Source: an optimization exercise on an open RTL-to-GDS flow (aim: a short achievable clock period and few clock cycles). Production flows keep margins and buffers that such runs may drop. In this exercise RTL edits were held to simulation tests only and were not proved equivalent to the original. No driver is modelled on the clock port, so clocking that relies on it looks cheaper here than on a real chip. Power is estimated from default activity; no workload was simulated.

// riscv
module riscv(
	input	wire		clk,
	input	wire		rst,		 
	input	wire	[31:0]	inst_i,		 
	output	wire	[31:0]	inst_addr_o,	 
	output	wire		inst_ce_o,	 
	input	wire	[31:0]	data_i,		 
	output	wire		data_we_o,	 
	output	wire		data_ce_o,	 
	output	wire	[31:0]	data_addr_o,	 
	output	wire	[31:0]	data_o		 
);
Size in the first run: about 10000 cells after synthesis, ~120000 sq um of cells after synthesis.
clock: 10.0 ns
lec_check: 0
cap_margin: 20
core_margin: 2
core_utilization: 40
cts_cluster_diameter: 150
cts_cluster_size: 20
place_density: 0.6
slew_margin: 20
synth_hierarchical: 1
tns_end_percent: 100
standard.sh (not shown) runs the stock make flow with config.mk's settings and CLKGATE_MAP_FILE= SYNTH_SCRIPT=/design/flow/synth_recipe.tcl, a recipe that flattens the netlist after the stock synthesis.
==> flow/flow/run.sh <==
#!/bin/bash
set -u
here=$(pwd)
bash standard.sh SETUP_SLACK_MARGIN=6.7 POST_CTS_TCL="$here/flow/post_cts.tcl" finish > standard_flow.log 2>&1
==> flow/flow/post_cts.tcl <==
# Sourced by ORFS at the end of its CTS step: one more setup repair, this
# time without the platform's cell-footprint restriction, then legalize.
puts "post_cts.tcl: extra repair_timing"
repair_timing -setup -setup_margin 6.7 -repair_tns 100 -max_passes 50 -verbose
detailed_placement
check_placement -verbose
Testbench counts at the start, summed over its fixed seeds: cycles 149,965.
Then changed:
==> flow/flow/run.sh (replaced) <==
#!/bin/bash
set -u
bash standard.sh SETUP_SLACK_MARGIN=6.7 finish > standard_flow.log 2>&1
removed: flow/flow/post_cts.tcl
=> The changed run finished with timing, DRC and antenna clean; non-clock buffer count rose by 41; global-route usage goes down by 0.13 points; utilization rose by 0.10 points; first-iteration DRC count came out higher slightly; cell count goes up slightly; sequential share of layout area hardly moves; die area does not change; clock-buffer cell count is unchanged; area after synthesis is unchanged; critical path depth does not change; maximum frequency barely changes.
Then changed:
==> flow/flow/run.sh (replaced) <==
#!/bin/bash
set -u
bash standard.sh SETUP_SLACK_MARGIN=6.9 finish > standard_flow.log 2>&1
Effect: The changed run completed without violations. Utilization increases by 0.50 points. Design area increases by 1.0%. Via count increases by about 0.44%. Sequential power is about the same. Combinational power increases by about 3%. Clock skew decreases by 0.016 ns. Die area stays the same.
Then changed:
==> flow/flow/run.sh (replaced) <==
#!/bin/bash
set -u
bash standard.sh SETUP_SLACK_MARGIN=6.7 finish > standard_flow.log 2>&1
--- a/flow/config.mk
+++ b/flow/config.mk
@@ -10,4 +10,4 @@
 export CORE_UTILIZATION = 40
-export CTS_CLUSTER_DIAMETER = 150
-export CTS_CLUSTER_SIZE = 20
+export CTS_CLUSTER_DIAMETER = 120
+export CTS_CLUSTER_SIZE = 24
 export PLACE_DENSITY = 0.6
The changed run produced a clean layout.
Total power drops by a few percent.
Worst hold slack improves by 0.021 ns.
Final area drops slightly.
Clock power drops by roughly a tenth.
Non-clock buffer count drops by 60.
Via count drops slightly.
Worst setup slack improves by 0.0082 ns.
Clock-buffer cell count drops by 41.

---

Setup of trial 75:
Another version of the RTL of riscv (not shown whole).
Size in the first run: roughly 10000 cells after synthesis, about 170 I/O pins.
// riscv
module riscv(
	input	wire		clk,
	input	wire		rst,		 
	input	wire	[31:0]	inst_i,		 
	output	wire	[31:0]	inst_addr_o,	 
	output	wire		inst_ce_o,	 
	input	wire	[31:0]	data_i,		 
	output	wire		data_we_o,	 
	output	wire		data_ce_o,	 
	output	wire	[31:0]	data_addr_o,	 
	output	wire	[31:0]	data_o		 
);
clock: 10.0 ns
lec_check: 0
cap_margin: 20
core_margin: 2
core_utilization: 40
cts_cluster_diameter: 150
cts_cluster_size: 20
place_density: 0.6
slew_margin: 20
synth_hierarchical: 1
tns_end_percent: 100
==> flow/flow/run.sh <==
#!/bin/bash
set -u
bash standard.sh SETUP_SLACK_MARGIN=7.2 finish > standard_flow.log 2>&1
Having completed the whole flow, trial 75 delivered a layout that passed the timing, design-rule and antenna checks.
Testbench counts of trial 75, summed over its fixed seeds: cycles 149,965.
> inputs changed (trial 75 -> build 84)
==> flow/flow/run.sh <==
#!/bin/bash
set -u
bash standard.sh SETUP_SLACK_MARGIN=6.7 finish > standard_flow.log 2>&1
Notes after the runs:
- In the metrics for trial 75 and build 84, the one carrying the lower clock skew is trial 75.
- Re first-pass GRT wire length: build 84 is about 1.3% down on trial 75.
- Row overall routing resource usage: build 84 lower / trial 75 higher

[what the ideal ports hide]
In the flow no input, the clock included, has a driving cell. The finished layouts below were timed again as built, in two steps. Step 1, drivers: a clkbuf_16 drives clk and a buf_2 each remaining input, both assumed. Step 2 adds t to the input delays and takes it off the output delays; t is the mean of the earliest and latest rising clock arrival at the registers after step 1. Input paths then give back, and output paths get back, about the clock's delay inside the block. Three values: ideal ports, drivers, drivers and shift; two values: the first two.
run | t, ns | setup WS [ns] | latest minus earliest clock arrival (ns) | worst register clock-pin slew, ns
the first run of note 1 | 1.010 | 6.452 / 6.414 / 5.403 | 0.104 / 0.105 | 0.11 / 0.11
the second run of note 1 | 1.036 | 6.447 / 6.413 / 5.379 | 0.104 / 0.104 | 0.10 / 0.10
the third run of note 1 | 0.974 | 6.349 / 6.368 / 5.395 | 0.103 / 0.103 | 0.10 / 0.10
the fourth run of note 1 | 0.997 | 6.357 / 6.335 / 5.338 | 0.099 / 0.099 | 0.11 / 0.11
trial 75 | 1.024 | 6.260 / 6.179 / 5.155 | 0.125 / 0.125 | 0.11 / 0.11
build 84 | 1.002 | 6.284 / 6.225 / 5.223 | 0.150 / 0.151 | 0.11 / 0.11
After both steps setup and hold are still met in every run listed. The setup slack of trial 75, which loses most, moves by -0.081 ns with the drivers and by -1.105 ns with both steps.
